Source: an optimization exercise on an open RTL-to-GDS flow (aim: small area). Production flows keep margins and buffers that such runs may drop.
In this exercise RTL edits were held to simulation tests only and were not proved equivalent to the original.
In every run shown here, the design's own scripts or RTL, not TritonCTS, make the clock network.
The clock input has no modelled driver; a real chip could not lean on it and would need a root buffer or a full tree.
Power is estimated from default activity; no workload was simulated.

## flow/run.sh

```bash
#!/bin/bash
# Own layout flow: the standard ORFS flow (standard.sh), with
#  - an area-oriented ABC mapping script that keeps the RTL's logic structure
#    (ORFS's abc_area.script maps for delay),
#  - port buffers of the smallest buffer, buf_1,
#  - a two-level inverter clock tree built by flow/manual_cts.tcl in place of
#    TritonCTS: the clock port drives one root inverter, which drives leaf
#    inverters, each at the centre of a cluster of flip-flops. The leaf count
#    and the cell sizes are the smallest that keep the estimated flip-flop
#    clock-pin slew under CTS_SLEW_TARGET (ns).
#  - after CTS, repair_timing's power recovery (flow/post_cts.tcl), which
#    downsizes cells that have slack to spare.
# Each step's full output goes to a log file in the work folder.
set -euo pipefail
W=$PWD
rm -rf "$W/scripts"
cp -r "$FLOW_HOME/scripts" "$W/scripts"
cp "$W/flow/abc_area.script" "$W/scripts/abc_area.script"
grep -q 'log_cmd clock_tree_synthesis {\*}$cts_args' "$W/scripts/cts.tcl"
sed -i "s#log_cmd clock_tree_synthesis {\*}\$cts_args#source $W/flow/manual_cts.tcl; manual_cts_search \$::env(CTS_NBUFS) \$::env(CTS_SIZES) \$::env(CTS_SLEW_TARGET)#" "$W/scripts/cts.tcl"
export BUFFER_PORTS_ARGS="-buffer_cell sky130_fd_sc_hd__buf_1"
export CTS_NBUFS="4 5 6 7 8 9 10 12"
export CTS_SIZES="sky130_fd_sc_hd__inv_2 sky130_fd_sc_hd__inv_4 sky130_fd_sc_hd__inv_6 sky130_fd_sc_hd__inv_8 sky130_fd_sc_hd__inv_12 sky130_fd_sc_hd__inv_16"
export CTS_SLEW_TARGET=0.110
export POST_CTS_TCL="$W/flow/post_cts.tcl"
bash standard.sh SCRIPTS_DIR="$W/scripts" synth > "$W/synth.log" 2>&1
bash standard.sh SCRIPTS_DIR="$W/scripts" finish > "$W/finish.log" 2>&1
```

## flow/abc_area.script

```
strash
&get -n
&nf -R 1000
&put
```

## flow/manual_cts.tcl

```tcl
# Manual one-level clock tree: the clock port drives NBUF clock buffers, each
# placed at the centre of a k-means cluster of flip-flop clock pins.
proc manual_cts {nbuf bufcell {rootcell ""}} {
  set block [ord::get_db_block]
  set clknet [$block findNet clk]
  set sinks {}
  foreach it [$clknet getITerms] {
    set inst [$it getInst]
    set bb [$inst getBBox]
    lappend sinks [list $it [expr {([$bb xMin]+[$bb xMax])/2.0}] [expr {([$bb yMin]+[$bb yMax])/2.0}] [$inst getName]]
  }
  set sinks [lsort -dictionary -index 3 $sinks]
  set n [llength $sinks]
  # initial centres: sinks spread along a sort by x+y
  set sorted [lsort -real -index 1 [lsort -dictionary -index 3 $sinks]]
  set cx {}; set cy {}
  for {set k 0} {$k < $nbuf} {incr k} {
    set s [lindex $sorted [expr {int(($k + 0.5) * $n / $nbuf)}]]
    lappend cx [lindex $s 1]; lappend cy [lindex $s 2]
  }
  # size-capped k-means
  set cap [expr {int(ceil(double($n) / $nbuf * 1.15))}]
  for {set iter 0} {$iter < 30} {incr iter} {
    # assign sinks to nearest centre with capacity, in order of distance
    set pairs {}
    set i 0
    foreach s $sinks {
      for {set k 0} {$k < $nbuf} {incr k} {
        set d [expr {abs([lindex $s 1]-[lindex $cx $k]) + abs([lindex $s 2]-[lindex $cy $k])}]
        lappend pairs [list $i $k $d]
      }
      incr i
    }
    set pairs [lsort -real -index 2 $pairs]
    array unset asg; array unset cnt
    for {set k 0} {$k < $nbuf} {incr k} {set cnt($k) 0}
    foreach p $pairs {
      lassign $p i k d
      if {[info exists asg($i)]} continue
      if {$cnt($k) >= $cap} continue
      set asg($i) $k; incr cnt($k)
    }
    set ncx {}; set ncy {}
    for {set k 0} {$k < $nbuf} {incr k} {set sx($k) 0.0; set sy($k) 0.0}
    for {set i 0} {$i < $n} {incr i} {
      set k $asg($i); set s [lindex $sinks $i]
      set sx($k) [expr {$sx($k) + [lindex $s 1]}]; set sy($k) [expr {$sy($k) + [lindex $s 2]}]
    }
    for {set k 0} {$k < $nbuf} {incr k} {
      if {$cnt($k) > 0} {
        lappend ncx [expr {$sx($k)/$cnt($k)}]; lappend ncy [expr {$sy($k)/$cnt($k)}]
      } else { lappend ncx [lindex $cx $k]; lappend ncy [lindex $cy $k] }
    }
    set cx $ncx; set cy $ncy
  }
  set master [[ord::get_db] findMaster $bufcell]
  set dbu [$block getDbUnitsPerMicron]
  set srcnet $clknet
  if {$rootcell ne ""} {
    set rmaster [[ord::get_db] findMaster $rootcell]
    set rinst [odb::dbInst_create $block $rmaster "cts_root"]
    set srcnet [odb::dbNet_create $block "cts_clk_root"]
    $srcnet setSigType CLOCK
    [$rinst findITerm A] connect $clknet
    [$rinst getFirstOutput] connect $srcnet
    set mx 0.0; set my 0.0
    for {set k 0} {$k < $nbuf} {incr k} {set mx [expr {$mx + [lindex $cx $k]}]; set my [expr {$my + [lindex $cy $k]}]}
    $rinst setLocation [expr {int($mx/$nbuf)}] [expr {int($my/$nbuf)}]
    $rinst setPlacementStatus PLACED
  }
  for {set k 0} {$k < $nbuf} {incr k} {
    set inst [odb::dbInst_create $block $master "cts_buf_$k"]
    set net [odb::dbNet_create $block "cts_clk_$k"]
    $net setSigType CLOCK
    [$inst findITerm A] connect $srcnet
    [$inst getFirstOutput] connect $net
    $inst setLocation [expr {int([lindex $cx $k])}] [expr {int([lindex $cy $k])}]
    $inst setPlacementStatus PLACED
    set bnet($k) $net
  }
  for {set i 0} {$i < $n} {incr i} {
    set it [lindex [lindex $sinks $i] 0]
    $it disconnect
    $it connect $bnet($asg($i))
  }
  $clknet setSigType CLOCK
  for {set k 0} {$k < $nbuf} {incr k} { puts "cts_buf_$k: $cnt($k) sinks" }
}

# Worst slew over flip-flop clock pins, with placement parasitics.
proc cts_worst_clk_slew {} {
  estimate_parasitics -placement
  set worst 0
  foreach pin [get_pins -hierarchical */CLK] {
    set s [get_property $pin slew_max]
    if {$s > $worst} {set worst $s}
  }
  return $worst
}

# Build the tree, then step the leaf cells up a size list until the clock-pin
# slew estimate is below the target.
proc manual_cts_sized {nbuf sizes rootcell target} {
  manual_cts $nbuf [lindex $sizes 0] $rootcell
  set_propagated_clock [all_clocks]
  set db [ord::get_db]
  set block [ord::get_db_block]
  foreach cell $sizes {
    set master [$db findMaster $cell]
    for {set k 0} {$k < $nbuf} {incr k} { [$block findInst "cts_buf_$k"] swapMaster $master }
    set w [cts_worst_clk_slew]
    puts "manual CTS: $nbuf x $cell, worst clock-pin slew $w"
    if {$w <= $target} break
  }
}

# Undo manual_cts: sinks back on the clock net, tree cells and nets removed.
proc manual_cts_undo {} {
  set block [ord::get_db_block]
  set clknet [$block findNet clk]
  foreach inst [$block getInsts] {
    set name [$inst getName]
    if {![string match cts_buf_* $name]} continue
    set onet [[$inst getFirstOutput] getNet]
    foreach it [$onet getITerms] {
      if {[$it getInst] eq $inst} continue
      $it disconnect
      $it connect $clknet
    }
  }
  foreach inst [$block getInsts] {
    if {[string match cts_* [$inst getName]]} { odb::dbInst_destroy $inst }
  }
  foreach net [$block getNets] {
    if {[string match cts_clk_* [$net getName]]} { odb::dbNet_destroy $net }
  }
}

proc cts_leaf_worst {block k} {
  set inst [$block findInst "cts_buf_$k"]
  set onet [[$inst getFirstOutput] getNet]
  set worst 0
  foreach it [$onet getITerms] {
    if {[$it getInst] eq $inst} continue
    set pin [get_pins "[[$it getInst] getName]/[[$it getMTerm] getName]"]
    set s [get_property $pin slew_max]
    if {$s > $worst} {set worst $s}
  }
  return $worst
}

# Build a tree of nbuf leaves and size each leaf, then the root, to the
# smallest cells from sizes that keep every flip-flop clock-pin slew at or
# below target. Returns the tree's cell area, or -1 if no sizing meets target.
proc cts_build_sized {nbuf sizes target} {
  set db [ord::get_db]
  set block [ord::get_db_block]
  manual_cts $nbuf [lindex $sizes 0] [lindex $sizes end]
  set_propagated_clock [all_clocks]
  for {set k 0} {$k < $nbuf} {incr k} { set lvl($k) 0 }
  set ok 0
  for {set pass 0} {$pass < 20} {incr pass} {
    estimate_parasitics -placement
    set changed 0; set stuck 0
    for {set k 0} {$k < $nbuf} {incr k} {
      if {[cts_leaf_worst $block $k] > $target} {
        if {$lvl($k) < [llength $sizes] - 1} {
          incr lvl($k)
          [$block findInst "cts_buf_$k"] swapMaster [$db findMaster [lindex $sizes $lvl($k)]]
          set changed 1
        } else { set stuck 1 }
      }
    }
    if {!$changed} { set ok [expr {!$stuck}]; break }
  }
  if {!$ok} { return -1 }
  # smallest root that still meets target
  set root [$block findInst cts_root]
  for {set r 0} {$r < [llength $sizes]} {incr r} {
    $root swapMaster [$db findMaster [lindex $sizes $r]]
    if {[cts_worst_clk_slew] <= $target} break
  }
  if {[cts_worst_clk_slew] > $target} {
    $root swapMaster [$db findMaster [lindex $sizes end]]
  }
  set area 0.0
  foreach inst [$block getInsts] {
    if {[string match cts_* [$inst getName]]} {
      set m [$inst getMaster]
      set area [expr {$area + [$m getWidth] * [$m getHeight] / 1e6}]
    }
  }
  return $area
}

# Try each leaf count in nbufs; keep the tree with the least area.
proc manual_cts_search {nbufs sizes target} {
  set best -1; set bestn 0
  foreach n $nbufs {
    set a [cts_build_sized $n $sizes $target]
    puts "manual CTS: $n leaves, tree area $a"
    if {$a > 0 && ($best < 0 || $a < $best)} { set best $a; set bestn $n }
    manual_cts_undo
  }
  if {$bestn == 0} { error "manual CTS: no tree meets the slew target" }
  set a [cts_build_sized $bestn $sizes $target]
  puts "manual CTS: chose $bestn leaves, tree area $a, worst clock-pin slew [cts_worst_clk_slew]"
}
```

## flow/post_cts.tcl

```tcl
# After CTS: downsize cells on paths with positive slack (repair_timing's
# power recovery, which also gives back area), then legalize again.
log_cmd repair_timing -recover_power 100 -verbose
detailed_placement
check_placement -verbose
```

## standard.sh

```bash
#!/bin/bash
# synth_recipe.tcl (not shown) runs the flow's synth.tcl, then flattens the netlist and writes it again
# the make line also repeats each setting of config.mk as NAME=value (left out here)
make -C /OpenROAD-flow-scripts/flow DESIGN_CONFIG=/design/flow/config.mk WORK_HOME=/design/flow/orfs CLKGATE_MAP_FILE= SYNTH_SCRIPT=/design/flow/synth_recipe.tcl "${@:-finish}"
```

## config.mk

```make
export PLATFORM = sky130hd
export DESIGN_NAME = sync_fifo
export DESIGN_NICKNAME = sync_fifo
export VERILOG_FILES = /design/flow/design.v
export SDC_FILE = /design/flow/constraint.sdc
export NUM_CORES = 4
export LEC_CHECK = 0
export ABC_AREA = 1
export CAP_MARGIN = 20
export CORE_MARGIN = 2
export CORE_UTILIZATION = 75
export GPL_TIMING_DRIVEN = 0
export SLEW_MARGIN = 20
```

## constraint.sdc

```tcl
create_clock -name core_clock -period 4.0 [get_ports {clk}]
set_input_delay 0.8000 -clock core_clock [delete_from_list [all_inputs] [get_ports {clk}]]
set_output_delay 0.8000 -clock core_clock [all_outputs]
set_load 0.01 [all_outputs]
```

## design.v

```verilog
module sync_fifo(input clk,reset,we,re,input [7:0]data_in, output empty,full,output reg [7:0]data_out);
reg [7:0] mem [15:0];
reg [4:0] count;
integer i;
assign full  = count[4];
assign empty = ~|count;
wire wr = we & ~full;
wire rd = re & ~empty;
wire up = wr & ~rd;
wire dn = rd & ~wr;
always @(posedge clk) begin
  if (wr) begin
    mem[0] <= data_in;
    for (i = 1; i < 16; i = i + 1) mem[i] <= mem[i-1];
  end
end
wire [4:0] t;
assign t[0] = up | dn;
assign t[1] = (up &  count[0])             | (dn & ~count[0]);
assign t[2] = (up & &count[1:0])           | (dn & ~|count[1:0]);
assign t[3] = (up & &count[2:0])           | (dn & ~|count[2:0]);
assign t[4] = (up & &count[3:0])           | (dn & ~|count[3:0]);
always @(posedge clk or posedge reset) begin
  if (reset) count <= 5'd0;
  else count <= count ^ t;
end
wire [3:0] lo_n, hi_n;
genvar k;
generate for (k = 0; k < 4; k = k + 1) begin : pd
  assign lo_n[k] = ~(rd & (count[1:0] == k));
  assign hi_n[k] = ~(count[3:2] == k);
end endgenerate
wire [15:0] sel;
generate for (k = 0; k < 16; k = k + 1) begin : g
  assign sel[k] = ~(lo_n[(k + 1) % 4] | hi_n[((k + 1) % 16) / 4]);
end endgenerate
wire hold = ~rd;
reg [7:0] next_out;
always @* begin
  for (i = 0; i < 8; i = i + 1)
    next_out[i] = ~(~((mem[0][i] & sel[0]) | (mem[1][i] & sel[1]) | (mem[2][i] & sel[2])) &
                    ~((mem[3][i] & sel[3]) | (mem[4][i] & sel[4]) | (mem[5][i] & sel[5])) &
                    ~((mem[6][i] & sel[6]) | (mem[7][i] & sel[7]) | (mem[8][i] & sel[8]))) |
                  ~(~((mem[9][i] & sel[9]) | (mem[10][i] & sel[10]) | (mem[11][i] & sel[11])) &
                    ~((mem[12][i] & sel[12]) | (mem[13][i] & sel[13]) | (mem[14][i] & sel[14])) &
                    ~((mem[15][i] & sel[15]) | (data_out[i] & hold)));
end
always @(posedge clk or posedge reset) begin
  if (reset) data_out <= 8'd0;
  else data_out <= next_out;
end
endmodule
```

==> results of run 1 <==
[registers in the layout, summed over array words and instances, names as in the netlist]
register	flops
data_out	8
mem	128
count	5
[logic make-up after synthesis]
family                     share of synthesized area
DFF                                            0.837
AOI/OAI and AO/OA                             0.0997
and+or+nand+nor                               0.0447
xor gates and xnor gates                     0.00879
buffers and inverters                        0.00301
adders and majority gates                    0.00502
muxes                                        0.00201
[worst reg2reg max path: cells and delay by family, from the launching register on]
kind,cells,cell delay [ns]
DFF,1,0.47
and+or+nand+nor,6,0.97
AOI/OAI and AO/OA,3,1.35
buffers and inverters,1,0.30
[metrics by stage]
stage	cells	util	hold slack (ns)
finish	360	0.823	0.450
floorplan	252	-	0.425
global placement	350	0.808	0.427
global route	360	0.823	0.468
detailed placement	351	0.813	0.433
[layer usage]
metal,part of all wire,global-route usage,vias to the layer above
met5,0,0,-
met4,0.023,0.0476,0
met3,0.074,0.0231,14
li1,-,-,1173
met2,0.49,0.373,124
met1,0.41,0.348,1292
[report_power, final]
group	internal (mW)	switching (mW)	total, mW
Sequential	2.09	0.227	2.32
Combinational	0.196	0.387	0.583
Clock	0.0668	0.432	0.498
Total	2.35	1.05	3.40
[worst paths after layout]
path / slack, ns / cells past startpoint / from / to
max in group asynchronous: 3.20 / 2 / reset / data_out[4]
min in group asynchronous: 0.53 / 2 / reset / data_out[1]
min: 0.45 / 0 / mem[1][5] / mem[2][5]
max reg2reg: 0.78 / 10 / count[0] / data_out[3]
max: 0.78 / 10 / count[0] / data_out[3]
min reg2reg: 0.45 / 0 / mem[1][5] / mem[2][5]
[layout make-up]
cell class / instances / area, um2 / share of cell area
timing repair buffer: 22 / 90.1 / 0.0171
multi-input combinational: 107 / 798 / 0.152
sequential: 141 / 4170 / 0.793
inverter: 13 / 105 / 0.0200
tap: 77 / 96.3 / 0.0183
[cells in the final DEF (no fill, tap or decap), types with 2 or more instances in the layout]
cell,count
nand2b_1,3
nor3_1,5
a222oi_1,40
inv_8,3
buf_1,21
nand2_1,12
ha_1,2
clkinv_1,3
a221oi_1,8
nand3b_1,2
dfrtp_1,13
nor2_1,15
nand4_1,9
xnor2_1,4
edfxtp_1,128
inv_6,6
==> results.py, run 1 <==
metrics = {
    "pwr": {
        "leakagePower_nw": 1.70,
        "max-vdd-ir-drop_mv": 0.582,
        "cellPowerDensity_nw_per_um2": 646,
        "finalPower_mw": 3.40,
    },
    "sta": {
        "finalClockSkew_ns": 0.0124,
        "finalMaxSlewViolations": 0,
        "relSlewSlack": 0.294,
        "setup_viol": 0,
        "timing.final.crit_period_ns": 3.22,
        "setup-tns-final_ns": 0,
        "max_freq_mhz": 311,
        "setup_ws_ns": 0.781,
        "worst_slew_pin_slew_ns": 1.05,
        "rsz0062_at_grt": "no",
        "finalCritPeriodShare": 0.805,
        "finalHoldViolCount": 0,
    },
    "routing": {
        "wl_per_cell_um": 23.0,
        "drt_wl_total_um": 8300,
        "dr.first_iter.drc_count": 284,
        "routed-via-count": 2603,
        "drtAntennaViolNets": 0,
        "dr.pass1.iters": 6,
        "drc": 0,
        "viasPerCell": 7.23,
    },
    "floorplan": {
        "initial_core_util": 0.780,
        "core_area_um2": 6390,
        "die_w_um": 85.5,
        "top_level_ports": 22,
        "die_y_um": 85.5,
        "die_area_um2": 7310,
        "rows": 29,
    },
    "critical_path": {
        "path_cells": "nor2_1 -> nand2_1 -> o21ai_1 -> clkinv_1 -> nand2_1 -> nor2_1 -> a222oi_1 -> nand2_1 -> a221oi_1 -> nand4_1",
        "critical_path.top_delay_family": "compound AO/OA/AOI/OAI gates",
        "critical_path_buf_inv_count": 1,
        "cp-end-kind": "flop",
        "path_class": "flop to flop",
        "crit_path_start_kind": "flop",
        "path_max_fanout": 10,
        "cp_common_cell": "nand2_1",
        "worstPathArrival_ns": 3.28,
        "cp.required_ns": 4.06,
        "slowest_delay_ns": 0.64,
        "crit_path_top_delay_cell": "o21ai_1",
    },
    "placement": {
        "place.gp.congestion": 0.801,
        "dpl.hpwl_um": 5540,
        "io_buffers": 21,
        "placed_area_um2": 5190,
        "pre_cts_ws_ns": 0.810,
    },
    "synth": {
        "async_flop_share": 0.0922,
        "yosys_register_bits": 141,
        "synth-seq-area-share": 0.837,
        "yosys_most_used_dff": "edfxtp_1",
        "synth_common_cells": "128 x edfxtp_1, 40 x a222oi_1, 15 x nor2_1",
        "synth_top_area_frac": 0.771,
        "yosysMostFrequentCell": "edfxtp_1",
        "synth_enable_flop_cells": 128,
        "ys_types": 19,
        "synth_fp_nets": 266,
        "syn_inst": 252,
        "yosys.area.top_type": "edfxtp_1",
        "synth_area_leaders": "edfxtp_1 77%, a222oi_1 8.0%, dfrtp_1 6.5%, a221oi_1 1.4%, nand4_1 1.1%",
        "syn_area_per_cell_um2": 19.8,
        "yosysWarnings": 2,
        "syn_area_um2": 4980,
    },
    "clock_tree": {
        "cts.clk_slew.worst_paths_ns": 0.10,
        "worst_skew_pair.late_latency_ns": 0.19,
    },
    "run": {
        "maxCapViolations": 0,
    },
    "finish": {
        "drive_gt1_frac": 0.0389,
        "fill_cells": 304,
        "design_area_um2": 5260,
        "area_growth_pct": 5.55,
        "nNetsFinal": 299,
        "antenna_cells": 0,
    },
    "global_route": {
        "grtUsageTotal": 0.227,
        "antenna_found_initial": 0,
        "grt-ovfl-total": 0,
        "grt_max_degree": 97,
        "grt_pass1_wl_um": 12900,
        "grt_pass1_vias": 2478,
    },
    "outcome": {
        "status": "finished clean",
    },
    "worst_hold_path": {
        "holdCritPathClass": "flop to flop",
    },
}
==> run 2: changes to the inputs <==
--- a/flow/run.sh
+++ b/flow/run.sh
@@ -21,7 +21,7 @@
 export BUFFER_PORTS_ARGS="-buffer_cell sky130_fd_sc_hd__buf_1"
 export CTS_NBUFS="4 5 6 7 8 9 10 12"
 export CTS_SIZES="sky130_fd_sc_hd__inv_2 sky130_fd_sc_hd__inv_4 sky130_fd_sc_hd__inv_6 sky130_fd_sc_hd__inv_8 sky130_fd_sc_hd__inv_12 sky130_fd_sc_hd__inv_16"
-export CTS_SLEW_TARGET=0.110
+export CTS_SLEW_TARGET=0.122
 export POST_CTS_TCL="$W/flow/post_cts.tcl"
 bash standard.sh SCRIPTS_DIR="$W/scripts" synth > "$W/synth.log" 2>&1
 bash standard.sh SCRIPTS_DIR="$W/scripts" finish > "$W/finish.log" 2>&1
==> run 2 against run 1 <==
Still clean on timing, DRC and antenna. Fmax decreased by 1.6%. Via count about the same. Die area unchanged. Sequential share of layout area increased by 0.15 points. Critical path depth unchanged. Worst hold slack about the same. Cell area decreased by 0.19%. Routed wire length decreased by 1.0%. Sequential power about the same. Flip-flop and latch count unchanged. Global-route usage decreased by 0.14 points. Critical path type unchanged.
==> results.py, run 2 <==
metrics = {
    "sta": {
        "max_freq_mhz": 306,
        "worst_slew_pin_slew_ns": 1.04,
        "setup-tns-final_ns": 0,
        "finalCritPeriodShare": 0.818,
        "timing.final.crit_period_ns": 3.27,
        "rsz0062_at_grt": "no",
        "setup_viol": 0,
        "finalHoldViolCount": 0,
        "finalClockSkew_ns": 0.0210,
        "relSlewSlack": 0.299,
        "finalMaxSlewViolations": 0,
    },
    "synth": {
        "synth_area_leaders": "edfxtp_1 77%, a222oi_1 8.0%, dfrtp_1 6.5%, a221oi_1 1.4%, nand4_1 1.1%",
        "syn_area_per_cell_um2": 19.8,
        "synth_fp_nets": 266,
        "yosysWarnings": 2,
        "syn_inst": 252,
        "async_flop_share": 0.0922,
        "yosys_register_bits": 141,
        "synth_enable_flop_cells": 128,
        "yosys_most_used_dff": "edfxtp_1",
        "synth_top_area_frac": 0.771,
        "synth-seq-area-share": 0.837,
        "syn_area_um2": 4980,
        "synth_common_cells": "128 x edfxtp_1, 40 x a222oi_1, 15 x nor2_1",
        "yosys.area.top_type": "edfxtp_1",
        "yosysMostFrequentCell": "edfxtp_1",
        "ys_types": 19,
    },
    "worst_hold_path": {
        "holdCritPathClass": "flop to flop",
    },
    "critical_path": {
        "cp.depth": 10,
        "cp.required_ns": 4.08,
        "r2r-start": "count[2]",
        "ff2ff_path_depth": 10,
        "cp_common_cell": "nand2_1",
        "worstPathArrival_ns": 3.35,
        "cp-end-kind": "flop",
        "crit_end": "data_out[3]",
        "ff2ff_setup_slack_ns": 0.73,
        "crit_path_start_kind": "flop",
        "slowest_delay_ns": 0.65,
        "crit_path_top_delay_cell": "o21ai_1",
        "path_cells": "nor2_1 -> nand2_1 -> o21ai_1 -> clkinv_1 -> nand2_1 -> nor2_1 -> a222oi_1 -> nand2_1 -> a221oi_1 -> nand4_1",
        "critical_path_buf_inv_count": 1,
        "worstSetupStartpoint": "count[2]",
        "rr_endpoint": "data_out[3]",
        "critical_path.top_delay_family": "compound AO/OA/AOI/OAI gates",
        "path_max_fanout": 12,
        "path_class": "flop to flop",
    },
    "pwr": {
        "leakagePower_nw": 1.69,
        "max-vdd-ir-drop_mv": 0.577,
        "finalPower_mw": 3.38,
        "cellPowerDensity_nw_per_um2": 644,
    },
    "placement": {
        "place.gp.congestion": 0.801,
        "placed_area_um2": 5190,
        "io_buffers": 21,
        "dpl.hpwl_um": 5540,
    },
    "finish": {
        "antenna_cells": 0,
        "multi_input_area_um2": 798,
        "nNetsFinal": 299,
        "largest_register_ff_count": 128,
        "top_register": "mem",
        "final_cell_mix": "128 x edfxtp_1, 40 x a222oi_1, 21 x buf_1",
        "reg_top3": "mem x128, data_out x8, count x5",
        "area_growth_pct": 5.35,
        "drive_gt1_frac": 0.0389,
        "layout_commonest_cell": "edfxtp_1",
        "register_area_um2": 4170,
        "fill_cells": 303,
        "design_area_um2": 5250,
    },
    "floorplan": {
        "die_w_um": 85.5,
        "initial_core_util": 0.780,
        "top_level_ports": 22,
        "rows": 29,
        "die_y_um": 85.5,
        "core_area_um2": 6390,
        "die_area_um2": 7310,
    },
    "run": {
        "maxCapViolations": 0,
    },
    "clock_tree": {
        "cts.clk_slew.worst_paths_ns": 0.12,
        "worst_skew_pair.late_latency_ns": 0.23,
    },
    "routing": {
        "dr.first_iter.drc_count": 309,
        "drc": 0,
        "drtAntennaViolNets": 0,
        "wl_per_cell_um": 22.8,
        "viasPerCell": 7.23,
        "dr.pass1.iters": 5,
        "routed-via-count": 2602,
        "drt_wl_total_um": 8210,
    },
    "global_route": {
        "grt_pass1_vias": 2469,
        "grtUsageTotal": 0.226,
        "grt_pass1_wl_um": 12900,
        "grt-ovfl-total": 0,
        "grt_max_degree": 97,
        "antenna_found_initial": 0,
    },
    "outcome": {
        "status": "finished clean",
    },
}
[run 2: cell counts after synthesis]
No cell type changed its count.
[run 2: kinds of logic (layout without fill, tap and decap cells)]
logic type / after synthesis / in the layout / share of synthesized area
fa+ha+maj: 2 / 2 / 0.00502
compound gates: 52 / 52 / 0.0997
buf+inv: 4 / 35 / 0.00301
xor+xnor: 5 / 5 / 0.00879
mux: 1 / 1 / 0.00201
flops: 141 / 141 / 0.837
simple gates: 47 / 47 / 0.0447
[run 2: per-layer routing]
layer,up-vias,part of all wire,GRT usage
li1,1175,-,-
met1,1285,0.42,0.347
met2,127,0.49,0.369
met3,15,0.069,0.0231
met4,0,0.025,0.0476
met5,-,0,0
[run 2: area by class of cell]
cell class,count,share of cell area
well taps,77,0.0184
repair buffers,22,0.0172
flip-flops and latches,141,0.794
multi-input cells,107,0.152
inverters,13,0.0181
[run 2: stage by stage]
stage | util | hold WS, ns | instances | setup WS (ns)
6_report | 0.822 | 0.449 | 360 | 0.730
3_3_place_gp | 0.808 | 0.427 | 350 | 0.0748
2_1_floorplan | - | 0.425 | 252 | 0.696
3_5_place_dp | 0.813 | 0.433 | 351 | 0.810
5_1_grt | 0.822 | 0.468 | 360 | 0.414
[run 2: where the power goes]
part           internal (mW)  switching [mW]  total [mW]
logic                  0.196           0.387       0.583
registers               2.09           0.227        2.32
clock network         0.0560           0.423       0.479
[run 2: how the worst min path moves through the flow]
stage / from / depth (start not counted) / slack [ns] / endpoint
finish: mem[8][1] / 0 / 0.45 / mem[9][1]
detailed placement: mem[2][2] / 0 / 0.43 / mem[3][2]
global placement: mem[2][1] / 0 / 0.43 / mem[3][1]
global route: mem[8][1] / 0 / 0.47 / mem[9][1]
floorplan: mem[11][0] / 0 / 0.43 / mem[12][0]
==> run 3: changes to the inputs <==
--- a/flow/run.sh
+++ b/flow/run.sh
@@ -2,6 +2,8 @@
 # Own layout flow: the standard ORFS flow (standard.sh), with
 #  - an area-oriented ABC mapping script that keeps the RTL's logic structure
 #    (ORFS's abc_area.script maps for delay),
+#  - no adder extraction before ABC (ADDER_MAP_FILE empty): it turned the
+#    counter's XOR/AND pairs into half-adder cells ABC cannot optimise,
 #  - port buffers of the smallest buffer, buf_1,
 #  - a two-level inverter clock tree built by flow/manual_cts.tcl in place of
 #    TritonCTS: the clock port drives one root inverter, which drives leaf
@@ -23,5 +25,5 @@
 export CTS_SIZES="sky130_fd_sc_hd__inv_2 sky130_fd_sc_hd__inv_4 sky130_fd_sc_hd__inv_6 sky130_fd_sc_hd__inv_8 sky130_fd_sc_hd__inv_12 sky130_fd_sc_hd__inv_16"
 export CTS_SLEW_TARGET=0.122
 export POST_CTS_TCL="$W/flow/post_cts.tcl"
-bash standard.sh SCRIPTS_DIR="$W/scripts" synth > "$W/synth.log" 2>&1
+bash standard.sh SCRIPTS_DIR="$W/scripts" ADDER_MAP_FILE= synth > "$W/synth.log" 2>&1
 bash standard.sh SCRIPTS_DIR="$W/scripts" finish > "$W/finish.log" 2>&1
==> run 3 against run 2 <==
Synthesized cell count shrank 1.6%. Final cell count shrank 0.56%. Still clean. Synthesized area shrank 0.48%. Critical endpoint unchanged.
==> results.py, run 3 <==
metrics = {
    "synth": {
        "syn_area_um2": 4960,
        "async_flop_share": 0.0922,
        "syn_inst": 248,
        "synthMuxAreaShare": 0.00202,
        "synth_area_leaders": "edfxtp_1 78%, a222oi_1 8.1%, dfrtp_1 6.6%, a221oi_1 1.4%, nand4_1 1.0%",
        "synth_enable_flop_cells": 128,
        "yosys.area.top_type": "edfxtp_1",
        "synth_fp_nets": 260,
        "yosysWarnings": 2,
        "synth_top_family_by_area": "compound AO/OA/AOI/OAI gates",
        "synth_top_area_frac": 0.775,
        "synth-seq-area-share": 0.841,
        "synthXorXnorAreaFrac": 0.00883,
        "ys_types": 20,
        "syn_area_per_cell_um2": 20.0,
        "synth_fa_ha_area_frac": 0,
        "synth_common_cells": "128 x edfxtp_1, 40 x a222oi_1, 13 x dfrtp_1, 13 x nor2_1, 12 x nand2_1",
        "synth-simple-area-share": 0.0469,
        "yosys_most_used_dff": "edfxtp_1",
        "synth_compound_area_frac": 0.101,
        "yosys_register_bits": 141,
        "yosysMostFrequentCell": "edfxtp_1",
    },
    "routing": {
        "routed-via-count": 2639,
        "drtAntennaViolNets": 0,
        "drt_wl_total_um": 8510,
        "drc": 0,
        "dr.first_iter.drc_count": 318,
        "wl_per_cell_um": 23.8,
        "dr.pass1.iters": 8,
        "viasPerCell": 7.37,
    },
    "global_route": {
        "grt-ovfl-total": 0,
        "grt_pass1_vias": 2498,
        "grt_pass1_wl_um": 13400,
        "use_met2": 0.386,
        "grtUsageMet1": 0.362,
        "grt_max_degree": 40,
        "groute.layer.met3.usage": 0.0214,
        "antenna_found_initial": 0,
        "grtUsageTotal": 0.235,
        "top_usage_layer": "met2",
    },
    "floorplan": {
        "die_y_um": 85.3,
        "die_area_um2": 7280,
        "die_w_um": 85.3,
        "top_level_ports": 22,
        "rows": 29,
        "initial_core_util": 0.776,
        "core_area_um2": 6390,
    },
    "sta": {
        "max_freq_mhz": 284,
        "setup-tns-final_ns": 0,
        "finalCritPeriodShare": 0.881,
        "rsz0062_at_grt": "no",
        "timing.final.crit_period_ns": 3.52,
        "relSlewSlack": 0.314,
        "worst_slew_pin_slew_ns": 1.02,
        "setup_viol": 0,
        "hold_ws_ns": 0.436,
        "finalMaxSlewViolations": 0,
        "finalClockSkew_ns": 0.00745,
        "setup_ws_ns": 0.478,
        "finalHoldViolCount": 0,
    },
    "pwr": {
        "leakagePower_nw": 1.74,
        "max-vdd-ir-drop_mv": 0.528,
        "cellPowerDensity_nw_per_um2": 647,
    },
    "finish": {
        "final_core_util": 0.844,
        "drive_gt1_frac": 0.0463,
        "largest_register_ff_count": 128,
        "antenna_cells": 0,
        "layout_commonest_cell": "edfxtp_1",
        "final_cell_mix": "128 x edfxtp_1, 40 x a222oi_1, 21 x buf_1",
        "top_register": "mem",
        "nNetsFinal": 295,
        "area_growth_pct": 8.73,
        "reg_top3": "mem x128, data_out x8, count x5",
        "fin_cells": 358,
        "fill_cells": 304,
    },
    "placement": {
        "dpl.hpwl_um": 6220,
        "io_buffers": 21,
        "place.gp.congestion": 0.837,
        "dp.cells": 352,
        "pre_cts_ws_ns": 0.607,
    },
    "critical_path": {
        "cp-end-kind": "flop",
        "cp.required_ns": 4.13,
        "path_max_fanout": 11,
        "ff2ff_setup_slack_ns": 0.48,
        "r2r-start": "count[0]",
        "rr_endpoint": "data_out[3]",
        "crit_path_start_kind": "flop",
        "path_class": "flop to flop",
        "worstPathArrival_ns": 3.66,
        "ff2ff_path_depth": 9,
    },
    "clock_tree": {
        "cts.clk_slew.worst_paths_ns": 0.11,
        "worst_skew_pair.late_latency_ns": 0.28,
    },
    "outcome": {
        "status": "finished clean",
    },
    "worst_hold_path": {
        "holdCritPathClass": "input port to asynchronous set/reset pin",
    },
    "run": {
        "maxCapViolations": 0,
    },
}
[run 3: changes by cell type after synthesis, sizes merged, moves of 3 or more]
cell	delta
or2	+3
clkinv	-3
xor2	+4
xnor2	-4
[run 3: through the flow]
stage                     power (mW)  area (um2)
after global placement          2.86        5140
after detailed placement        3.03        5310
final                           3.49        5390
after floorplan                 2.67        4970
after global routing            3.63        5390
[run 3: how the worst max path moves through the flow]
stage | to | slack, ns | from | cells after the start
after detailed placement | data_out[3] | 0.61 | count[0] | 9
after global placement | count[4] | -0.53 | we | 5
after global routing | data_out[3] | 0.21 | count[0] | 9
after floorplan | count[4] | 0.26 | we | 4
final | data_out[3] | 0.48 | count[0] | 9
[run 3: kinds of logic (layout without fill, tap and decap cells)]
family,count (synthesis),in the layout
XOR/XNOR,5,5
flip-flops,141,141
AO/OA/AOI/OAI,52,52
AND/OR/NAND/NOR,48,48
multiplexers,1,1
buffers and inverters,1,34
[run 3: layout make-up]
type	count	area, um2	area share
sequential	141	4170	0.773
timing repair buffer	28	259	0.0480
multi-input combinational	106	788	0.146
tap	77	96.3	0.0179
inverter	6	78.8	0.0146
[run 3: layer usage]
layer	up-vias	share of wire
met2	147	0.49
met5	-	0
met1	1308	0.42
li1	1167	-
met4	0	0.018
met3	17	0.074
[run 3: where the power goes]
group / internal [mW] / switching [mW]
sequential: 2.07 / 0.226
clock: 0.0596 / 0.418
combinational: 0.278 / 0.430
total: 2.41 / 1.07
[run 3: critical path: stages (launching register included)]
cell and delay (ns):
dfrtp_1 0.49, or2_0 0.29, or3_1 0.38, o21ai_1 0.69
or2_0 0.32, nor2_1 0.21, a222oi_1 0.41, nand2_1 0.09
a221oi_1 0.30, nand4_1 0.19
==> run 4: changes to the inputs <==
--- a/design.v
+++ b/design.v
@@ -27,8 +27,8 @@
 wire [3:0] lo_n, hi_n;
 genvar k;
 generate for (k = 0; k < 4; k = k + 1) begin : pd
-  assign lo_n[k] = ~(rd & (count[1:0] == k));
-  assign hi_n[k] = ~(count[3:2] == k);
+  assign lo_n[k] = ~(count[1:0] == k);
+  assign hi_n[k] = ~(rd & (count[3:2] == k));
 end endgenerate
 wire [15:0] sel;
 generate for (k = 0; k < 16; k = k + 1) begin : g
--- a/flow/run.sh
+++ b/flow/run.sh
@@ -23,7 +23,7 @@
 export BUFFER_PORTS_ARGS="-buffer_cell sky130_fd_sc_hd__buf_1"
 export CTS_NBUFS="4 5 6 7 8 9 10 12"
 export CTS_SIZES="sky130_fd_sc_hd__inv_2 sky130_fd_sc_hd__inv_4 sky130_fd_sc_hd__inv_6 sky130_fd_sc_hd__inv_8 sky130_fd_sc_hd__inv_12 sky130_fd_sc_hd__inv_16"
-export CTS_SLEW_TARGET=0.122
+export CTS_SLEW_TARGET=0.116
 export POST_CTS_TCL="$W/flow/post_cts.tcl"
 bash standard.sh SCRIPTS_DIR="$W/scripts" ADDER_MAP_FILE= synth > "$W/synth.log" 2>&1
 bash standard.sh SCRIPTS_DIR="$W/scripts" finish > "$W/finish.log" 2>&1
==> run 4 against run 3 <==
Utilization fell by 1.4 points. Cell area decreased by 1.6%. Worst hold slack improved by 0.023 ns. Setup slack improved by 0.29 ns. Clock power grew 3%. Fmax increased by 9.0%. Routed wire length down 2.8%. Register-to-register slack improved by 0.29 ns. Highest routed layer unchanged.
==> results.py, run 4 <==
metrics = {
    "outcome": {
        "status": "finished clean",
    },
    "placement": {
        "dpl.hpwl_um": 5700,
        "pre_cts_ws_ns": 0.852,
        "placed_area_um2": 5260,
        "place.gp.congestion": 0.795,
        "io_buffers": 21,
    },
    "global_route": {
        "grtUsageTotal": 0.228,
        "antenna_found_initial": 0,
        "grt_pass1_vias": 2409,
        "grt_max_degree": 32,
        "grt-ovfl-total": 0,
        "grt_pass1_wl_um": 12900,
    },
    "critical_path": {
        "cp_common_cell": "or3_1",
        "path_class": "flop to flop",
        "cp-end-kind": "flop",
        "crit_path_top_delay_cell": "o21ai_1",
        "path_cells": "or2_0 -> or3_1 -> o21ai_1 -> or3_1 -> nor2_1 -> a222oi_1 -> nand4_1",
        "worstSetupStartpoint": "count[0]",
        "r2r-start": "count[0]",
        "cp.required_ns": 4.06,
        "crit_path_start_kind": "flop",
        "slowest_delay_ns": 0.67,
        "worstPathArrival_ns": 3.29,
        "critical_path_buf_inv_count": 0,
        "path_max_fanout": 11,
        "critical_path.top_delay_family": "simple AND/OR/NAND/NOR gates",
    },
    "run": {
        "maxCapViolations": 0,
    },
    "routing": {
        "drtAntennaViolNets": 0,
        "routed-via-count": 2622,
        "wl_per_cell_um": 23.1,
        "drt_wl_total_um": 8270,
        "dr.first_iter.drc_count": 425,
        "viasPerCell": 7.32,
        "dr.pass1.iters": 7,
        "drc": 0,
    },
    "synth": {
        "synth_area_leaders": "edfxtp_1 78%, a222oi_1 8.1%, dfrtp_1 6.6%, a221oi_1 1.4%, nor2_1 1.3%",
        "synth_top_area_frac": 0.776,
        "yosys.area.top_type": "edfxtp_1",
        "synth_fp_nets": 260,
        "syn_inst": 248,
        "synth_enable_flop_cells": 128,
        "synth_common_cells": "128 x edfxtp_1, 40 x a222oi_1, 17 x nor2_1",
        "yosys_most_used_dff": "edfxtp_1",
        "syn_area_per_cell_um2": 20.0,
        "yosysWarnings": 2,
        "async_flop_share": 0.0922,
        "ys_types": 19,
        "synth-seq-area-share": 0.842,
        "yosysMostFrequentCell": "edfxtp_1",
        "yosys_register_bits": 141,
        "syn_area_um2": 4950,
    },
    "sta": {
        "finalMaxSlewViolations": 0,
        "setup-tns-final_ns": 0,
        "finalCritPeriodShare": 0.808,
        "setup_ws_ns": 0.768,
        "setup_viol": 0,
        "finalClockSkew_ns": 0.00754,
        "worst_slew_pin_slew_ns": 0.833,
        "timing.final.crit_period_ns": 3.23,
        "finalHoldViolCount": 0,
        "rsz0062_at_grt": "no",
        "max_freq_mhz": 309,
        "hold_ws_ns": 0.459,
        "relSlewSlack": 0.441,
    },
    "finish": {
        "layout_commonest_cell": "edfxtp_1",
        "drive_gt1_frac": 0.0427,
        "top_register": "mem",
        "final_cell_mix": "128 x edfxtp_1, 40 x a222oi_1, 21 x buf_1",
        "nNetsFinal": 295,
        "antenna_cells": 0,
        "area_growth_pct": 7.10,
        "design_area_um2": 5310,
        "largest_register_ff_count": 128,
        "reg_top3": "mem x128, data_out x8, count x5",
    },
    "floorplan": {
        "core_area_um2": 6390,
        "top_level_ports": 22,
        "die_w_um": 85.3,
        "die_area_um2": 7270,
        "die_y_um": 85.3,
        "rows": 29,
        "initial_core_util": 0.776,
    },
    "worst_hold_path": {
        "hold_start": "mem[5][5]",
        "holdCritPathClass": "flop to flop",
    },
    "clock_tree": {
        "cts.clk_slew.worst_paths_ns": 0.11,
        "worst_skew_pair.late_latency_ns": 0.19,
    },
    "pwr": {
        "leakagePower_nw": 1.71,
        "max-vdd-ir-drop_mv": 0.447,
        "cellPowerDensity_nw_per_um2": 645,
    },
}
-- run 4: changes by cell type in the layout (fill, tap and decap cells not counted), sizes merged, moves of 2 or more --
cell,delta
buf,-3
inv,+2
nor2,+4
nor3,-4
-- run 4: cell families after synthesis --
logic type | Yosys count | synth area share
AO/OA/AOI/OAI | 52 | 0.101
XOR/XNOR | 5 | 0.00884
buffers and inverters | 1 | 0.000757
flip-flops | 141 | 0.842
multiplexers | 1 | 0.00202
AND/OR/NAND/NOR | 48 | 0.0460
-- run 4: worst reg2reg max path, stage by stage, from the launching register on --
cell,delay (ns)
dfrtp_1,0.47
or2_0,0.39
or3_1,0.40
o21ai_1,0.67
or3_1,0.31
nor2_1,0.18
a222oi_1,0.53
nand4_1,0.16
-- run 4: through the flow --
step,power (mW),std cells,util
floorplan,2.67,248,-
finish,3.42,358,0.831
global placement,2.86,346,0.804
detailed placement,2.97,351,0.823
global route,3.57,358,0.831
-- run 4: final timing paths --
kind / end / slack, ns / cells after the start
worst max-delay path: data_out[6] / 0.77 / 7
worst min-delay path: mem[6][5] / 0.46 / 0
worst max register to register: data_out[6] / 0.77 / 7
worst min register to register: mem[6][5] / 0.46 / 0
max in group asynchronous: count[1] / 3.22 / 2
min in group asynchronous: data_out[3] / 0.52 / 2
-- run 4: final cells by class --
type,count,area (um2)
inverters,8,80.1
repair buffers,26,179
fillers,313,1080
well taps,77,96.3
multi-input cells,106,781
flip-flops and latches,141,4170
-- run 4: layer usage --
| metal | vias to the layer above | routed length [um] | global-route usage |
|---|---|---|---|
| met5 | - | 0 | 0 |
| met4 | 0 | 139 | 0.0375 |
| met1 | 1281 | 3370 | 0.357 |
| li1 | 1165 | - | - |
| met3 | 13 | 821 | 0.0302 |
| met2 | 163 | 3940 | 0.364 |
-- run 4: where the power goes --
group,internal (mW),switching [mW],total (mW)
registers,2.08,0.205,2.28
logic,0.232,0.420,0.651
clock network,0.0629,0.428,0.491
==> run 5: changes to the inputs <==
--- a/design.v
+++ b/design.v
@@ -27,8 +27,8 @@
 wire [3:0] lo_n, hi_n;
 genvar k;
 generate for (k = 0; k < 4; k = k + 1) begin : pd
-  assign lo_n[k] = ~(count[1:0] == k);
-  assign hi_n[k] = ~(rd & (count[3:2] == k));
+  assign lo_n[k] = ~(rd & (count[1:0] == k));
+  assign hi_n[k] = ~(count[3:2] == k);
 end endgenerate
 wire [15:0] sel;
 generate for (k = 0; k < 16; k = k + 1) begin : g
==> flow/run.sh (replaced) <==
#!/bin/bash
# Own layout flow: the standard ORFS flow (standard.sh), with
#  - an area-oriented ABC mapping script that keeps the RTL's logic structure
#    (ORFS's abc_area.script maps for delay),
#  - port buffers of the smallest buffer, buf_1,
#  - a two-level inverter clock tree built by flow/manual_cts.tcl in place of
#    TritonCTS: the clock port drives one root inverter, which drives leaf
#    inverters, each at the centre of a cluster of flip-flops. The leaf count
#    and the cell sizes are the smallest that keep the estimated flip-flop
#    clock-pin slew under CTS_SLEW_TARGET (ns).
# Each step's full output goes to a log file in the work folder.
set -euo pipefail
W=$PWD
rm -rf "$W/scripts"
cp -r "$FLOW_HOME/scripts" "$W/scripts"
cp "$W/flow/abc_area.script" "$W/scripts/abc_area.script"
grep -q 'log_cmd clock_tree_synthesis {\*}$cts_args' "$W/scripts/cts.tcl"
sed -i "s#log_cmd clock_tree_synthesis {\*}\$cts_args#source $W/flow/manual_cts.tcl; manual_cts_search \$::env(CTS_NBUFS) \$::env(CTS_SIZES) \$::env(CTS_SLEW_TARGET)#" "$W/scripts/cts.tcl"
export BUFFER_PORTS_ARGS="-buffer_cell sky130_fd_sc_hd__buf_1"
export CTS_NBUFS="4 5 6 7 8 9 10 12"
export CTS_SIZES="sky130_fd_sc_hd__inv_2 sky130_fd_sc_hd__inv_4 sky130_fd_sc_hd__inv_6 sky130_fd_sc_hd__inv_8 sky130_fd_sc_hd__inv_12 sky130_fd_sc_hd__inv_16"
export CTS_SLEW_TARGET=0.110
bash standard.sh SCRIPTS_DIR="$W/scripts" synth > "$W/synth.log" 2>&1
bash standard.sh SCRIPTS_DIR="$W/scripts" finish > "$W/finish.log" 2>&1
removed: flow/post_cts.tcl
==> run 5 against run 4 <==
Still clean on timing, DRC and antenna. Register-to-register slack worse by 0.04 ns. Via count fell by 1.1%. Critical path depth up 3. Global-route usage barely moved.
==> results.py, run 5 <==
metrics = {
    "synth": {
        "synth-seq-area-share": 0.837,
        "yosysMostFrequentCell": "edfxtp_1",
        "ys_types": 19,
        "synth_fp_nets": 266,
        "yosysWarnings": 2,
        "yosys_most_used_dff": "edfxtp_1",
        "synth_common_cells": "128 x edfxtp_1, 40 x a222oi_1, 15 x nor2_1",
        "async_flop_share": 0.0922,
        "syn_inst": 252,
        "synth_enable_flop_cells": 128,
        "syn_area_per_cell_um2": 19.8,
        "syn_area_um2": 4980,
        "yosys_register_bits": 141,
        "synth_top_area_frac": 0.771,
        "yosys.area.top_type": "edfxtp_1",
        "synth_area_leaders": "edfxtp_1 77%, a222oi_1 8.0%, dfrtp_1 6.5%, a221oi_1 1.4%, nand4_1 1.1%",
    },
    "critical_path": {
        "worstPathArrival_ns": 3.32,
        "path_class": "flop to flop",
        "crit_path_start_kind": "flop",
        "ff2ff_setup_slack_ns": 0.73,
        "r2r-start": "count[0]",
        "worstSetupStartpoint": "count[0]",
        "path_max_fanout": 10,
        "ff2ff_path_depth": 10,
        "cp.required_ns": 4.06,
        "crit_end": "data_out[3]",
        "cp-end-kind": "flop",
        "rr_endpoint": "data_out[3]",
    },
    "global_route": {
        "groute.layer.met3.usage": 0.0231,
        "grt_pass1_wl_um": 13000,
        "grt_pass1_vias": 2483,
        "grt-ovfl-total": 0,
        "use_met2": 0.374,
        "grtUsageMet1": 0.349,
        "top_usage_layer": "met2",
        "antenna_found_initial": 0,
        "grtUsageTotal": 0.228,
        "grt_max_degree": 97,
    },
    "clock_tree": {
        "cts.clk_slew.worst_paths_ns": 0.10,
        "worst_skew_pair.late_latency_ns": 0.19,
        "cts_setup_buffers": 0,
        "postCtsHoldBufs": 0,
        "cts_resized": 0,
    },
    "finish": {
        "layout_commonest_cell": "edfxtp_1",
        "largest_register_ff_count": 128,
        "final_cell_mix": "128 x edfxtp_1, 40 x a222oi_1, 21 x buf_1",
        "register_area_um2": 4170,
        "fill_cells": 301,
        "multi_input_area_um2": 798,
        "area_growth_pct": 5.90,
        "antenna_cells": 0,
        "drive_gt1_frac": 0.0389,
        "nNetsFinal": 299,
        "top_register": "mem",
        "reg_top3": "mem x128, data_out x8, count x5",
    },
    "placement": {
        "io_buffers": 21,
        "pre_cts_ws_ns": 0.810,
        "dpl.hpwl_um": 5540,
        "place.gp.congestion": 0.801,
    },
    "sta": {
        "worst_slew_pin_slew_ns": 1.07,
        "setup-tns-final_ns": 0,
        "max_freq_mhz": 306,
        "timing.final.crit_period_ns": 3.27,
        "finalHoldViolCount": 0,
        "setup_viol": 0,
        "relSlewSlack": 0.278,
        "finalMaxSlewViolations": 0,
        "finalClockSkew_ns": 0.0138,
        "setup_ws_ns": 0.731,
        "finalCritPeriodShare": 0.817,
        "rsz0062_at_grt": "no",
    },
    "floorplan": {
        "core_area_um2": 6390,
        "rows": 29,
        "die_area_um2": 7310,
        "top_level_ports": 22,
        "initial_core_util": 0.780,
        "die_y_um": 85.5,
        "die_w_um": 85.5,
    },
    "routing": {
        "drc": 0,
        "dr.pass1.iters": 5,
        "wl_per_cell_um": 23.0,
        "routed-via-count": 2593,
        "drt_wl_total_um": 8290,
        "viasPerCell": 7.20,
        "dr.first_iter.drc_count": 311,
        "drtAntennaViolNets": 0,
    },
    "pwr": {
        "max-vdd-ir-drop_mv": 0.646,
        "cellPowerDensity_nw_per_um2": 646,
        "leakagePower_nw": 1.71,
    },
    "run": {
        "maxCapViolations": 0,
    },
    "outcome": {
        "status": "finished clean",
    },
    "worst_hold_path": {
        "hold_path_depth": 0,
        "holdCritPathClass": "flop to flop",
    },
}
## run 5: worst min-delay path by stage
stage	endpoint	slack [ns]	from
2_1_floorplan	mem[12][0]	0.43	mem[11][0]
3_3_place_gp	mem[3][1]	0.43	mem[2][1]
3_5_place_dp	mem[3][2]	0.43	mem[2][2]
4_1_cts	mem[11][0]	0.45	mem[10][0]
5_1_grt	mem[11][4]	0.47	mem[10][4]
6_report	mem[2][5]	0.45	mem[1][5]
## run 5: power breakdown
part | internal [mW] | total [mW] | switching [mW]
registers | 2.09 | 2.31 | 0.228
logic | 0.205 | 0.595 | 0.390
clock network | 0.0668 | 0.499 | 0.432
## run 5: cells by family (layout without fill, tap and decap cells)
logic type	after synthesis	count (layout)	synth area share
muxes	1	1	0.00201
and+or+nand+nor	47	47	0.0447
adders and majority gates	2	2	0.00502
xor gates and xnor gates	5	5	0.00879
buffers and inverters	4	35	0.00301
DFF	141	141	0.837
AOI/OAI and AO/OA	52	52	0.0997
## run 5: through the flow
stage	total power [mW]	utilization	hold slack [ns]	area [um2]	std cells
final	3.41	0.826	0.447	5280	360
after global placement	2.88	0.808	0.427	5160	350
after detailed placement	2.93	0.813	0.433	5190	351
after global routing	3.56	0.826	0.468	5280	360
after CTS	3.42	0.826	0.452	5280	360
after floorplan	2.69	-	0.425	4980	252
## run 5: cell type report
| type | count | area share |
|---|---|---|
| Inverter | 13 | 0.0202 |
| Multi-Input combinational cell | 107 | 0.151 |
| Sequential cell | 141 | 0.790 |
| Tap cell | 77 | 0.0183 |
| Timing Repair Buffer | 22 | 0.0202 |
## run 5: worst max-delay path, cell delays in order (launching register included)
cell	delay, ns
dfrtp_1	0.48
nor2_1	0.18
nand2_1	0.10
o21ai_1	0.65
clkinv_1	0.30
nand2_1	0.24
nor2_1	0.18
a222oi_1	0.43
nand2_1	0.09
a221oi_1	0.33
nand4_1	0.15
## run 5: per-layer routing
layer  up-vias  share of wire
met1      1314           0.43
met2        93           0.50
met3        12          0.057
met4         0          0.021
met5         -              0
li1       1174              -
==> run 6: changes to the inputs <==
--- a/design.v
+++ b/design.v
@@ -27,8 +27,8 @@
 wire [3:0] lo_n, hi_n;
 genvar k;
 generate for (k = 0; k < 4; k = k + 1) begin : pd
-  assign lo_n[k] = ~(rd & (count[1:0] == k));
-  assign hi_n[k] = ~(count[3:2] == k);
+  assign lo_n[k] = ~(count[1:0] == k);
+  assign hi_n[k] = ~(rd & (count[3:2] == k));
 end endgenerate
 wire [15:0] sel;
 generate for (k = 0; k < 16; k = k + 1) begin : g
--- a/flow/run.sh
+++ b/flow/run.sh
@@ -2,12 +2,19 @@
 # Own layout flow: the standard ORFS flow (standard.sh), with
 #  - an area-oriented ABC mapping script that keeps the RTL's logic structure
 #    (ORFS's abc_area.script maps for delay),
+#  - no adder extraction before ABC (ADDER_MAP_FILE empty): it turned the
+#    counter's XOR/AND pairs into half-adder cells ABC cannot optimise,
 #  - port buffers of the smallest buffer, buf_1,
 #  - a two-level inverter clock tree built by flow/manual_cts.tcl in place of
 #    TritonCTS: the clock port drives one root inverter, which drives leaf
 #    inverters, each at the centre of a cluster of flip-flops. The leaf count
 #    and the cell sizes are the smallest that keep the estimated flip-flop
 #    clock-pin slew under CTS_SLEW_TARGET (ns).
+#  - before repair_design, one buffer of the smallest adequate size on each
+#    net with 32 or more loads (flow/hfn.tcl); repair_design's own buffer
+#    trees for the shift register's write-enable net were several buf_16s,
+#  - after CTS, repair_timing's power recovery (flow/post_cts.tcl), which
+#    downsizes cells that have slack to spare.
 # Each step's full output goes to a log file in the work folder.
 set -euo pipefail
 W=$PWD
@@ -19,6 +26,9 @@
 export BUFFER_PORTS_ARGS="-buffer_cell sky130_fd_sc_hd__buf_1"
 export CTS_NBUFS="4 5 6 7 8 9 10 12"
 export CTS_SIZES="sky130_fd_sc_hd__inv_2 sky130_fd_sc_hd__inv_4 sky130_fd_sc_hd__inv_6 sky130_fd_sc_hd__inv_8 sky130_fd_sc_hd__inv_12 sky130_fd_sc_hd__inv_16"
-export CTS_SLEW_TARGET=0.110
-bash standard.sh SCRIPTS_DIR="$W/scripts" synth > "$W/synth.log" 2>&1
+export CTS_SLEW_TARGET=0.116
+export POST_CTS_TCL="$W/flow/post_cts.tcl"
+export PRE_RESIZE_TCL="$W/flow/pre_resize.tcl"
+export FLOW_DIR_OWN="$W/flow"
+bash standard.sh SCRIPTS_DIR="$W/scripts" ADDER_MAP_FILE= synth > "$W/synth.log" 2>&1
 bash standard.sh SCRIPTS_DIR="$W/scripts" finish > "$W/finish.log" 2>&1
==> flow/hfn.tcl (new file) <==
# Buffer high-fanout signal nets before repair_design: each net with at least
# min_fanout loads gets one buffer at the centre of its loads, sized to the
# smallest cell of sizes whose load-pin slew estimate stays under slew_target
# (ns). repair_design's own buffering of such nets was far larger.
proc hfn_worst_load_slew {net} {
  set worst 0
  foreach it [$net getITerms] {
    if {[$it isOutputSignal]} continue
    set pin [get_pins "[[$it getInst] getName]/[[$it getMTerm] getName]"]
    set s [get_property $pin slew_max]
    if {$s > $worst} {set worst $s}
  }
  return $worst
}

proc buffer_high_fanout {min_fanout sizes slew_target} {
  set db [ord::get_db]
  set block [ord::get_db_block]
  set targets {}
  foreach net [$block getNets] {
    if {[$net getSigType] ne "SIGNAL"} continue
    if {[$net isSpecial]} continue
    set loads {}
    set has_driver 0
    foreach it [$net getITerms] {
      if {[$it isOutputSignal]} { set has_driver 1 } else { lappend loads $it }
    }
    if {!$has_driver || [llength $loads] < $min_fanout} continue
    # leave clock nets alone
    set is_clock 0
    foreach it $loads { if {[[$it getMTerm] getSigType] eq "CLOCK"} { set is_clock 1; break } }
    if {$is_clock} continue
    lappend targets [list $net $loads]
  }
  set n 0
  foreach t $targets {
    lassign $t net loads
    set sx 0.0; set sy 0.0
    foreach it $loads {
      set bb [[$it getInst] getBBox]
      set sx [expr {$sx + ([$bb xMin] + [$bb xMax]) / 2.0}]
      set sy [expr {$sy + ([$bb yMin] + [$bb yMax]) / 2.0}]
    }
    set cnt [llength $loads]
    set inst [odb::dbInst_create $block [$db findMaster [lindex $sizes 0]] "hfn_buf_$n"]
    set onet [odb::dbNet_create $block "hfn_net_$n"]
    foreach it $loads { $it disconnect; $it connect $onet }
    [$inst findITerm A] connect $net
    [$inst getFirstOutput] connect $onet
    $inst setLocation [expr {int($sx / $cnt)}] [expr {int($sy / $cnt)}]
    $inst setPlacementStatus PLACED
    foreach cell $sizes {
      $inst swapMaster [$db findMaster $cell]
      estimate_parasitics -placement
      set w [hfn_worst_load_slew $onet]
      puts "hfn: [$net getName] ($cnt loads) buffered by $cell, worst load slew $w"
      if {$w <= $slew_target} break
    }
    incr n
  }
}
==> flow/post_cts.tcl (new file) <==
# After CTS: downsize cells on paths with positive slack (repair_timing's
# power recovery, which also gives back area), then legalize again.
log_cmd repair_timing -recover_power 100 -verbose
detailed_placement
check_placement -verbose
==> flow/pre_resize.tcl (new file) <==
# Before repair_design: one right-sized buffer on each high-fanout net.
source $::env(FLOW_DIR_OWN)/hfn.tcl
buffer_high_fanout 32 {sky130_fd_sc_hd__buf_2 sky130_fd_sc_hd__buf_4 sky130_fd_sc_hd__buf_6 sky130_fd_sc_hd__buf_8 sky130_fd_sc_hd__buf_12 sky130_fd_sc_hd__buf_16} 1.1
detailed_placement
--- a/config.mk
+++ b/config.mk
@@ -8,6 +8,7 @@
 export ABC_AREA = 1
 export CAP_MARGIN = 20
 export CORE_MARGIN = 2
-export CORE_UTILIZATION = 75
+export CORE_UTILIZATION = 85
 export GPL_TIMING_DRIVEN = 0
+export PLACE_DENSITY = 0.92
 export SLEW_MARGIN = 20
==> run 6 against run 5 <==
Synthesized cell count shrank 1.6%. Worst hold slack gained 0.0033 ns. Setup slack lost 0.46 ns. Utilization grew 11 points. Critical path depth shrank 3. Sequential power grew 4%. Flip-flop and latch count is the same. Die area shrank 12%. Clock power grew 2%. Final cell count shrank 2.8%.
==> results.py, run 6 <==
metrics = {
    "synth": {
        "ys_types": 19,
        "syn_inst": 248,
        "synth-seq-area-share": 0.842,
        "synth_top_area_frac": 0.776,
        "async_flop_share": 0.0922,
        "yosysMostFrequentCell": "edfxtp_1",
        "yosys_most_used_dff": "edfxtp_1",
        "synth_enable_flop_cells": 128,
        "syn_area_um2": 4950,
        "yosys.area.top_type": "edfxtp_1",
        "synth_fp_nets": 260,
        "synth_area_leaders": "edfxtp_1 78%, a222oi_1 8.1%, dfrtp_1 6.6%, a221oi_1 1.4%, nor2_1 1.3%",
        "yosysWarnings": 2,
        "synth_common_cells": "128 x edfxtp_1, 40 x a222oi_1, 17 x nor2_1",
        "yosys_register_bits": 141,
        "syn_area_per_cell_um2": 20.0,
    },
    "placement": {
        "place.gp.congestion": 0.882,
        "io_buffers": 21,
        "dpl.hpwl_um": 8000,
        "placed_area_um2": 5140,
    },
    "critical_path": {
        "crit_path_start_kind": "flop",
        "cp.required_ns": 4.02,
        "r2r-start": "count[0]",
        "critical_path_buf_inv_count": 0,
        "path_class": "flop to flop",
        "path_cells": "or2_0 -> or3_1 -> o21ai_2 -> or3_1 -> nor2_1 -> a222oi_1 -> nand4_1",
        "crit_path_top_delay_cell": "a222oi_1",
        "critical_path.top_delay_family": "simple AND/OR/NAND/NOR gates",
        "rr_endpoint": "data_out[4]",
        "slowest_delay_ns": 0.69,
        "cp-end-kind": "flop",
        "ff2ff_path_depth": 7,
        "cp_common_cell": "or3_1",
        "worstPathArrival_ns": 3.75,
        "ff2ff_setup_slack_ns": 0.27,
        "path_max_fanout": 11,
    },
    "sta": {
        "worst_slew_pin_slew_ns": 0.946,
        "relSlewSlack": 0.370,
        "finalCritPeriodShare": 0.932,
        "finalClockSkew_ns": 0.0203,
        "max_freq_mhz": 268,
        "finalMaxSlewViolations": 0,
        "rsz0062_at_grt": "no",
        "timing.final.crit_period_ns": 3.73,
        "finalHoldViolCount": 0,
        "setup_viol": 0,
    },
    "floorplan": {
        "core_area_um2": 5570,
        "die_y_um": 80.3,
        "top_level_ports": 22,
        "die_area_um2": 6450,
        "initial_core_util": 0.889,
        "rows": 27,
        "die_w_um": 80.3,
    },
    "global_route": {
        "grt-ovfl-total": 0,
        "grtUsageTotal": 0.430,
        "grt_max_degree": 131,
        "antenna_found_initial": 0,
        "grt_pass1_wl_um": 19000,
        "grt_pass1_vias": 2899,
    },
    "routing": {
        "drt_wl_total_um": 13000,
        "wl_per_cell_um": 37.1,
        "routed-via-count": 3158,
        "drc": 0,
        "dr.pass1.iters": 6,
        "drtAntennaViolNets": 0,
        "viasPerCell": 9.02,
        "dr.first_iter.drc_count": 803,
    },
    "finish": {
        "area_growth_pct": 5.33,
        "top_register": "mem",
        "design_area_um2": 5220,
        "drive_gt1_frac": 0.0360,
        "fill_cells": 128,
        "largest_register_ff_count": 128,
        "reg_top3": "mem x128, data_out x8, count x5",
        "antenna_cells": 0,
        "final_cell_mix": "128 x edfxtp_1, 40 x a222oi_1, 21 x buf_1",
        "nNetsFinal": 292,
        "layout_commonest_cell": "edfxtp_1",
    },
    "worst_hold_path": {
        "hold_start": "mem[6][7]",
        "holdCritPathClass": "flop to flop",
        "hold_path_depth": 0,
        "holdPathEnd": "mem[7][7]",
    },
    "pwr": {
        "leakagePower_nw": 1.67,
        "finalPower_mw": 3.63,
        "max-vdd-ir-drop_mv": 0.504,
        "cellPowerDensity_nw_per_um2": 697,
    },
    "clock_tree": {
        "worst_skew_pair.late_latency_ns": 0.25,
        "cts.clk_slew.worst_paths_ns": 0.12,
    },
    "run": {
        "maxCapViolations": 0,
    },
    "outcome": {
        "status": "finished clean",
    },
}
==> run 6: area by class of cell <==
type                    instances  area, um2  area share
plain buffers                   1       13.8     0.00264
flip-flops and latches        141       4170       0.799
well taps                      72       90.1      0.0173
repair buffers                 21       78.8      0.0151
inverters                       9       81.3      0.0156
multi-input cells             106        785       0.150
==> run 6: worst max path at each step <==
stage          slack, ns          end  cells past startpoint  startpoint
3_5_place_dp        0.53  data_out[4]                      7    count[0]
3_3_place_gp       -0.50     count[4]                      5          we
2_1_floorplan       0.26     count[4]                      4          we
6_report            0.27  data_out[4]                      7    count[0]
5_1_grt             0.22  data_out[4]                      7    count[0]
==> run 6: per-layer routing <==
metal	part of all wire	GRT usage	vias up	wire length, um
met3	0.15	0.121	118	2010
li1	-	-	1156	-
met2	0.48	0.705	445	6210
met5	0	0	-	0
met4	0.084	0.186	0	1100
met1	0.28	0.552	1439	3690
==> run 6: cells by family (layout without fill, tap and decap cells) <==
group / Yosys count / after routing / share of synthesized area
flops: 141 / 141 / 0.842
compound gates: 52 / 52 / 0.101
simple gates: 48 / 48 / 0.0460
xor+xnor: 5 / 5 / 0.00884
mux: 1 / 1 / 0.00202
buf+inv: 1 / 31 / 0.000757
==> run 6: power by group <==
group          total, mW  internal [mW]  switching [mW]
sequential          2.40           2.09           0.311
combinational      0.725          0.185           0.540
clock              0.509         0.0583           0.451
==> run 6: per-stage QoR <==
stage                     setup WS [ns]  TNS, ns  hold slack [ns]  utilization  instances
after detailed placement          0.534        0            0.436        0.922        342
final                             0.270        0            0.450        0.936        350
after floorplan                   0.258        0            0.425            -        248
after global placement           -0.504    -1.72            0.428        0.920        341
after global routing              0.218        0            0.470        0.936        350

-- what the ideal ports hide --
Ports are ideal in the flow. The routed layouts listed here were re-timed in OpenROAD.
Step 1 assumes that a clkbuf_16 drives the clock port and a buf_2 every other input.
Step 2 also shifts input and output timing later by t, the mid clock arrival at the registers, as if the neighbouring blocks saw the same clock.
a / b / c = ideal / step 1 / step 2; a / b = the first two.
| run | t, ns | slack for setup (ns) | worst hold slack (ns) | worst setup path at the end | worst slew at a driven data input, ns |
|---|---|---|---|---|---|
| run 1 | 0.236 | 0.781 / 0.781 / 0.781 | 0.450 / 0.450 / 0.450 | register to register | 0.03 |
| run 2 | 0.261 | 0.730 / 0.730 / 0.730 | 0.449 / 0.449 / 0.449 | register to register | 0.03 |
| run 3 | 0.315 | 0.478 / 0.478 / 0.478 | 0.436 / 0.421 / 0.458 | register to register | 0.04 |
| run 4 | 0.238 | 0.768 / 0.768 / 0.768 | 0.459 / 0.459 / 0.459 | register to register | 0.03 |
| run 5 | 0.235 | 0.731 / 0.731 / 0.731 | 0.447 / 0.447 / 0.447 | register to register | 0.03 |
| run 6 | 0.277 | 0.270 / 0.270 / 0.270 | 0.450 / 0.450 / 0.450 | register to register | 0.05 |
After both steps every run listed still meets setup and hold.
